Context: an optimization exercise on an open-source flow, tuned for small area. The choices shown serve that exercise and are no tape-out recipe. Only simulation tests tie the RTL to the original design; equivalence was not proved.

==> wip/ember: inputs <==
Design pe_unit, start of the top module:
module pe_unit (
    input   logic           clk,
    input   logic           rst,
    input   logic           valid_i,
    input   logic [3:0]     ctrl_i,
    input   logic           mode_i,
    input   poly_arith_pkg::coeff_t         op_a0_i,
    input   poly_arith_pkg::coeff_t         op_a1_i,
    input   poly_arith_pkg::coeff_t         op_a2_i,
    input   poly_arith_pkg::coeff_t         op_a3_i,
    input   poly_arith_pkg::coeff_t         op_b0_i,
    input   poly_arith_pkg::coeff_t         op_b1_i,
    input   poly_arith_pkg::coeff_t         op_b2_i,
    input   poly_arith_pkg::coeff_t         op_b3_i,
    output  poly_arith_pkg::coeff_t         z0_o,
    output  poly_arith_pkg::coeff_t         z1_o,
    output  poly_arith_pkg::coeff_t         z2_o,
    output  poly_arith_pkg::coeff_t         z3_o,
    output  logic           valid_o
);
    logic m_as, m_comp, m_intt, m_ntt, m_cwm;
    assign m_as   = ~ctrl_i[3] & ~ctrl_i[2];                
    assign m_comp =  ctrl_i[2] & ~ctrl_i[1];                
    assign m_intt =  ctrl_i[2] &  ctrl_i[1];                
    assign m_ntt  =  ctrl_i[3] & ~ctrl_i[2] &  ctrl_i[1];   
    assign m_cwm  =  ctrl_i[3] & ~ctrl_i[2] & ~ctrl_i[1];   
    logic r_as, r_comp, r_intt, r_ntt, r_cwm, r_intt4, r_lat4;
    always_ff @(posedge clk) begin
        r_as    <= m_as;
        r_comp  <= m_comp;
        r_intt  <= m_intt;
        r_ntt   <= m_ntt;
        r_cwm   <= m_cwm;
        r_intt4 <= m_intt & ~mode_i;                 
        r_lat4  <= (m_ntt | m_intt) & mode_i;        
    end
    logic [8:1] v;
    always_ff @(posedge clk) begin
        if (rst) begin
            v <= '0;
        end else begin
            v[1] <= valid_i;
            v[2] <= v[1] & ~r_as;
            v[3] <= v[2];
            v[4] <= v[3] & ~r_comp;
            v[5] <= v[4] & ~r_lat4;
            v[6] <= v[5];
            v[7] <= v[6];
            v[8] <= v[7];
        end
    end
    assign valid_o = r_as ? v[1] : r_comp ? v[3] : r_lat4 ? v[4] : v[8];
    logic [7:0][11:0] b1;
    logic [5:0][11:0] d2;
    logic [3:0][11:0] d3;
  ...
clock: 9.5 ns
lec_check: 0
cap_margin: 20
core_margin: 2
core_utilization: 25
place_density: 0.38
slew_margin: 20
run.sh (not shown) runs the stock make flow with config.mk's settings and CLKGATE_MAP_FILE= SYNTH_SCRIPT=/design/flow/synth_recipe.tcl, a recipe that flattens the netlist after the stock synthesis.
==> inputs of wip/onyx, as changes to wip/ember <==
--- a/flow/design.v
+++ b/flow/design.v
@@ -120,29 +120,46 @@
     assign l3[4] = (l3_s == 4'd3) | (l3_s == 4'd4) | (l3_s == 4'd5) | (l3_s == 4'd6) | (l3_s == 4'd10);
     assign l3[5] = (l3_s == 4'd7) | (l3_s == 4'd8) | (l3_s == 4'd9) | (l3_s == 4'd10);
     assign l3[6] = (l3_s == 4'd1) | (l3_s == 4'd3) | (l3_s == 4'd5) | (l3_s == 4'd7) | (l3_s == 4'd9);
     assign l3[7] = (l3_s == 4'd1) | (l3_s == 4'd2) | (l3_s == 4'd5) | (l3_s == 4'd6) | (l3_s == 4'd9) | (l3_s == 4'd10);
     assign l3[8] = (l3_s == 4'd5) | (l3_s == 4'd6) | (l3_s == 4'd7) | (l3_s == 4'd8);
     assign l3[9] = (l3_s == 4'd5) | (l3_s == 4'd6) | (l3_s == 4'd7) | (l3_s == 4'd8) | (l3_s == 4'd9) | (l3_s == 4'd10);
     assign l3[10] = (l3_s == 4'd1) | (l3_s == 4'd2) | (l3_s == 4'd3) | (l3_s == 4'd4);
     assign l3[11] = (l3_s == 4'd1) | (l3_s == 4'd2) | (l3_s == 4'd3) | (l3_s == 4'd4) | (l3_s == 4'd5) | (l3_s == 4'd6) | (l3_s == 4'd7) | (l3_s == 4'd8) | (l3_s == 4'd9) | (l3_s == 4'd10);
+    logic [11:0] x1, y1;
+    assign x1 = l1 ^ l2 ^ l3;
+    assign y1 = (l1 & l2) | (l1 & l3) | (l2 & l3);
+    logic [12:0] x2, y2, e1, e2;
+    assign e1 = {y1, 1'b0};
+    assign e2 = {1'b0, p_i[11:0]};
+    assign x2 = {1'b0, x1} ^ e1 ^ e2;
+    assign y2 = ({1'b0, x1} & e1) | ({1'b0, x1} & e2) | (e1 & e2);
     logic [13:0] s;
-    assign s = 14'(l1) + 14'(l2) + 14'(l3) + 14'(p_i[11:0]);
+    assign s = 14'(x2) + {y2, 1'b0};
     logic [12:0] k0, k1, f0, f1;
     always_comb begin
         case (s[13:12])
             2'd0: begin k0 = 13'd0; k1 = 13'd4863; end
             2'd1: begin k0 = 13'd767; k1 = 13'd5630; end
             2'd2: begin k0 = 13'd1534; k1 = 13'd6397; end
             default: begin k0 = 13'd2301; k1 = 13'd7164; end
         endcase
     end
-    assign f0 = 13'(s[11:0]) + k0;    
-    assign f1 = 13'(s[11:0]) + k1;    
+    logic [13:0] c0, c1;
+    logic [12:0] sl;
+    assign sl = {1'b0, s[11:0]};
+    assign c0[0] = 1'b0;
+    assign c1[0] = 1'b0;
+    for (genvar i = 0; i < 13; i++) begin : g_f
+        assign f0[i] = sl[i] ^ k0[i] ^ c0[i];
+        assign c0[i+1] = (sl[i] & k0[i]) | (c0[i] & (sl[i] ^ k0[i]));
+        assign f1[i] = sl[i] ^ k1[i] ^ c1[i];
+        assign c1[i+1] = (sl[i] & k1[i]) | (c1[i] & (sl[i] ^ k1[i]));
+    end
     assign r_o = f1[12] ? f0[11:0] : f1[11:0];
 endmodule
 module mul12(input [11:0] a, input [11:0] b, output [23:0] p);
   wire [143:0] pp;
   assign pp[0] = (a[0] & b[0]);
   assign pp[1] = (a[0] & b[1]);
   assign pp[2] = (a[0] & b[2]);
   assign pp[3] = (a[0] & b[3]);
@@ -503,17 +520,32 @@
   wire mul12_t215 = mul12_t176 ^ mul12_t177 ^ pp[140];
   wire mul12_t216 = (mul12_t176 & mul12_t177) | (mul12_t176 & pp[140]) | (mul12_t177 & pp[140]);
   wire mul12_t217 = mul12_t178 ^ mul12_t179 ^ pp[141];
   wire mul12_t218 = (mul12_t178 & mul12_t179) | (mul12_t178 & pp[141]) | (mul12_t179 & pp[141]);
   wire mul12_t219 = mul12_t180 ^ pp[131] ^ pp[142];
   wire mul12_t220 = (mul12_t180 & pp[131]) | (mul12_t180 & pp[142]) | (pp[131] & pp[142]);
   wire [23:0] ra = {1'b0, mul12_t220, mul12_t218, mul12_t216, mul12_t214, mul12_t212, mul12_t210, mul12_t208, mul12_t206, mul12_t204, mul12_t202, mul12_t200, mul12_t198, mul12_t196, mul12_t194, mul12_t192, mul12_t190, mul12_t188, mul12_t186, mul12_t184, mul12_t182, mul12_t181, pp[1], pp[0]};
   wire [23:0] rb = {1'b0, pp[143], mul12_t219, mul12_t217, mul12_t215, mul12_t213, mul12_t211, mul12_t209, mul12_t207, mul12_t205, mul12_t203, mul12_t201, mul12_t199, mul12_t197, mul12_t195, mul12_t193, mul12_t191, mul12_t189, mul12_t187, mul12_t185, mul12_t183, pp[24], pp[12], 1'b0};
-  assign p = ra + rb;
+  wire [6:0] lc; assign lc[0] = 1'b0;
+  wire [5:0] lo;
+  assign lo[0] = ra[0] ^ rb[0] ^ lc[0];
+  assign lc[1] = (ra[0] & rb[0]) | (lc[0] & (ra[0] ^ rb[0]));
+  assign lo[1] = ra[1] ^ rb[1] ^ lc[1];
+  assign lc[2] = (ra[1] & rb[1]) | (lc[1] & (ra[1] ^ rb[1]));
+  assign lo[2] = ra[2] ^ rb[2] ^ lc[2];
+  assign lc[3] = (ra[2] & rb[2]) | (lc[2] & (ra[2] ^ rb[2]));
+  assign lo[3] = ra[3] ^ rb[3] ^ lc[3];
+  assign lc[4] = (ra[3] & rb[3]) | (lc[3] & (ra[3] ^ rb[3]));
+  assign lo[4] = ra[4] ^ rb[4] ^ lc[4];
+  assign lc[5] = (ra[4] & rb[4]) | (lc[4] & (ra[4] ^ rb[4]));
+  assign lo[5] = ra[5] ^ rb[5] ^ lc[5];
+  assign lc[6] = (ra[5] & rb[5]) | (lc[5] & (ra[5] ^ rb[5]));
+  wire [17:0] hi = ra[23:6] + rb[23:6] + lc[6];
+  assign p = {hi, lo};
 endmodule
 module pe_unit (
     input   logic           clk,
     input   logic           rst,
     input   logic           valid_i,
     input   logic [3:0]     ctrl_i,
     input   logic           mode_i,
     input   poly_arith_pkg::coeff_t         op_a0_i,
CORE_UTILIZATION = 45   (was 25)
PLACE_DENSITY = 0.65   (was 0.38)
==> inputs of wip/lagoon, as changes to wip/ember <==
--- a/flow/design.v
+++ b/flow/design.v
@@ -120,29 +120,46 @@
     assign l3[4] = (l3_s == 4'd3) | (l3_s == 4'd4) | (l3_s == 4'd5) | (l3_s == 4'd6) | (l3_s == 4'd10);
     assign l3[5] = (l3_s == 4'd7) | (l3_s == 4'd8) | (l3_s == 4'd9) | (l3_s == 4'd10);
     assign l3[6] = (l3_s == 4'd1) | (l3_s == 4'd3) | (l3_s == 4'd5) | (l3_s == 4'd7) | (l3_s == 4'd9);
     assign l3[7] = (l3_s == 4'd1) | (l3_s == 4'd2) | (l3_s == 4'd5) | (l3_s == 4'd6) | (l3_s == 4'd9) | (l3_s == 4'd10);
     assign l3[8] = (l3_s == 4'd5) | (l3_s == 4'd6) | (l3_s == 4'd7) | (l3_s == 4'd8);
     assign l3[9] = (l3_s == 4'd5) | (l3_s == 4'd6) | (l3_s == 4'd7) | (l3_s == 4'd8) | (l3_s == 4'd9) | (l3_s == 4'd10);
     assign l3[10] = (l3_s == 4'd1) | (l3_s == 4'd2) | (l3_s == 4'd3) | (l3_s == 4'd4);
     assign l3[11] = (l3_s == 4'd1) | (l3_s == 4'd2) | (l3_s == 4'd3) | (l3_s == 4'd4) | (l3_s == 4'd5) | (l3_s == 4'd6) | (l3_s == 4'd7) | (l3_s == 4'd8) | (l3_s == 4'd9) | (l3_s == 4'd10);
+    logic [11:0] x1, y1;
+    assign x1 = l1 ^ l2 ^ l3;
+    assign y1 = (l1 & l2) | (l1 & l3) | (l2 & l3);
+    logic [12:0] x2, y2, e1, e2;
+    assign e1 = {y1, 1'b0};
+    assign e2 = {1'b0, p_i[11:0]};
+    assign x2 = {1'b0, x1} ^ e1 ^ e2;
+    assign y2 = ({1'b0, x1} & e1) | ({1'b0, x1} & e2) | (e1 & e2);
     logic [13:0] s;
-    assign s = 14'(l1) + 14'(l2) + 14'(l3) + 14'(p_i[11:0]);
+    assign s = 14'(x2) + {y2, 1'b0};
     logic [12:0] k0, k1, f0, f1;
     always_comb begin
         case (s[13:12])
             2'd0: begin k0 = 13'd0; k1 = 13'd4863; end
             2'd1: begin k0 = 13'd767; k1 = 13'd5630; end
             2'd2: begin k0 = 13'd1534; k1 = 13'd6397; end
             default: begin k0 = 13'd2301; k1 = 13'd7164; end
         endcase
     end
-    assign f0 = 13'(s[11:0]) + k0;    
-    assign f1 = 13'(s[11:0]) + k1;    
+    logic [13:0] c0, c1;
+    logic [12:0] sl;
+    assign sl = {1'b0, s[11:0]};
+    assign c0[0] = 1'b0;
+    assign c1[0] = 1'b0;
+    for (genvar i = 0; i < 13; i++) begin : g_f
+        assign f0[i] = sl[i] ^ k0[i] ^ c0[i];
+        assign c0[i+1] = (sl[i] & k0[i]) | (c0[i] & (sl[i] ^ k0[i]));
+        assign f1[i] = sl[i] ^ k1[i] ^ c1[i];
+        assign c1[i+1] = (sl[i] & k1[i]) | (c1[i] & (sl[i] ^ k1[i]));
+    end
     assign r_o = f1[12] ? f0[11:0] : f1[11:0];
 endmodule
 module mul12(input [11:0] a, input [11:0] b, output [23:0] p);
   wire [143:0] pp;
   assign pp[0] = (a[0] & b[0]);
   assign pp[1] = (a[0] & b[1]);
   assign pp[2] = (a[0] & b[2]);
   assign pp[3] = (a[0] & b[3]);
@@ -503,17 +520,32 @@
   wire mul12_t215 = mul12_t176 ^ mul12_t177 ^ pp[140];
   wire mul12_t216 = (mul12_t176 & mul12_t177) | (mul12_t176 & pp[140]) | (mul12_t177 & pp[140]);
   wire mul12_t217 = mul12_t178 ^ mul12_t179 ^ pp[141];
   wire mul12_t218 = (mul12_t178 & mul12_t179) | (mul12_t178 & pp[141]) | (mul12_t179 & pp[141]);
   wire mul12_t219 = mul12_t180 ^ pp[131] ^ pp[142];
   wire mul12_t220 = (mul12_t180 & pp[131]) | (mul12_t180 & pp[142]) | (pp[131] & pp[142]);
   wire [23:0] ra = {1'b0, mul12_t220, mul12_t218, mul12_t216, mul12_t214, mul12_t212, mul12_t210, mul12_t208, mul12_t206, mul12_t204, mul12_t202, mul12_t200, mul12_t198, mul12_t196, mul12_t194, mul12_t192, mul12_t190, mul12_t188, mul12_t186, mul12_t184, mul12_t182, mul12_t181, pp[1], pp[0]};
   wire [23:0] rb = {1'b0, pp[143], mul12_t219, mul12_t217, mul12_t215, mul12_t213, mul12_t211, mul12_t209, mul12_t207, mul12_t205, mul12_t203, mul12_t201, mul12_t199, mul12_t197, mul12_t195, mul12_t193, mul12_t191, mul12_t189, mul12_t187, mul12_t185, mul12_t183, pp[24], pp[12], 1'b0};
-  assign p = ra + rb;
+  wire [6:0] lc; assign lc[0] = 1'b0;
+  wire [5:0] lo;
+  assign lo[0] = ra[0] ^ rb[0] ^ lc[0];
+  assign lc[1] = (ra[0] & rb[0]) | (lc[0] & (ra[0] ^ rb[0]));
+  assign lo[1] = ra[1] ^ rb[1] ^ lc[1];
+  assign lc[2] = (ra[1] & rb[1]) | (lc[1] & (ra[1] ^ rb[1]));
+  assign lo[2] = ra[2] ^ rb[2] ^ lc[2];
+  assign lc[3] = (ra[2] & rb[2]) | (lc[2] & (ra[2] ^ rb[2]));
+  assign lo[3] = ra[3] ^ rb[3] ^ lc[3];
+  assign lc[4] = (ra[3] & rb[3]) | (lc[3] & (ra[3] ^ rb[3]));
+  assign lo[4] = ra[4] ^ rb[4] ^ lc[4];
+  assign lc[5] = (ra[4] & rb[4]) | (lc[4] & (ra[4] ^ rb[4]));
+  assign lo[5] = ra[5] ^ rb[5] ^ lc[5];
+  assign lc[6] = (ra[5] & rb[5]) | (lc[5] & (ra[5] ^ rb[5]));
+  wire [17:0] hi = ra[23:6] + rb[23:6] + lc[6];
+  assign p = {hi, lo};
 endmodule
 module pe_unit (
     input   logic           clk,
     input   logic           rst,
     input   logic           valid_i,
     input   logic [3:0]     ctrl_i,
     input   logic           mode_i,
     input   poly_arith_pkg::coeff_t         op_a0_i,
==> qor summary <==
metric                                                         wip/ember        wip/onyx      wip/lagoon
Multi-input gates                                                   4927            4477            4477
Worst hold margin                                                 322 ps          320 ps          313 ps
Clock tree buffer count of the final layout                          100              89             102
Number of diodes added for antenna fixing                              5               5               4
First-pass GRT wire length                                     332000 um       288000 um       319000 um
Register area share after synthesis                                21.0%           22.1%           22.1%
Detailed-route vias per instance                                    4.78            5.72            4.78
Routed wire length on met2                                     102000 um        84900 um        98400 um
Total length of routed met3 wires                               11100 um        19100 um        12400 um
Sum of buffers and inverters on the critical path                      3               5               8
Starting utilization of the core area                              25.1%           45.4%           25.1%
Yosys top cell area share                                          21.0%           22.9%           22.9%
Endpoint of the lowest-slack register-to-register path     z[34]$_DFF_P_    z[9]$_DFF_P_   z[23]$_DFF_P_
Share of the final layout cell area in multi-input gates           61.7%           62.4%           60.6%
Run status                                                finished clean  finished clean  finished clean
Placement-stage worst setup slack                                 289 ps         -158 ps         -169 ps
Via count of the routed design                                     47800           46000           44600
Cell count after synthesis                                          6845            6167            6167
Number of nets in the layout                                        7970            7431            7460
Final estimated routing congestion in global placement             0.903            1.02           0.920
Number of well taps                                                 3026            1612            2854

[afterwards: timing with drivers on the ports]
Ports are ideal in the flow. The routed layouts listed here were re-timed in OpenROAD.
Step 1: set_driving_cell puts a clkbuf_16 on clk and a buf_2 on each other input, an assumption about the parent block.
Step 2 also shifts input and output timing later by t, the mid clock arrival at the registers, as if the neighbouring blocks saw the same clock.
a / b / c = ideal ports / drivers / drivers and shift; a / b = the first two.
run	shift t [ns]	slack for setup (ns)	worst setup path after step 2	worst data-port slew with drivers (ns)
wip/ember	0.771	0.740 / 0.740 / 0.586	input to register	0.08
wip/onyx	0.750	0.386 / 0.386 / 0.386	register to register	0.07
wip/lagoon	0.786	0.480 / 0.480 / 0.480	register to register	0.11
After both steps every run listed still meets setup and hold. For wip/ember, which loses most, drivers alone change the setup slack by 0.000 ns; drivers and shift together by -0.154 ns.
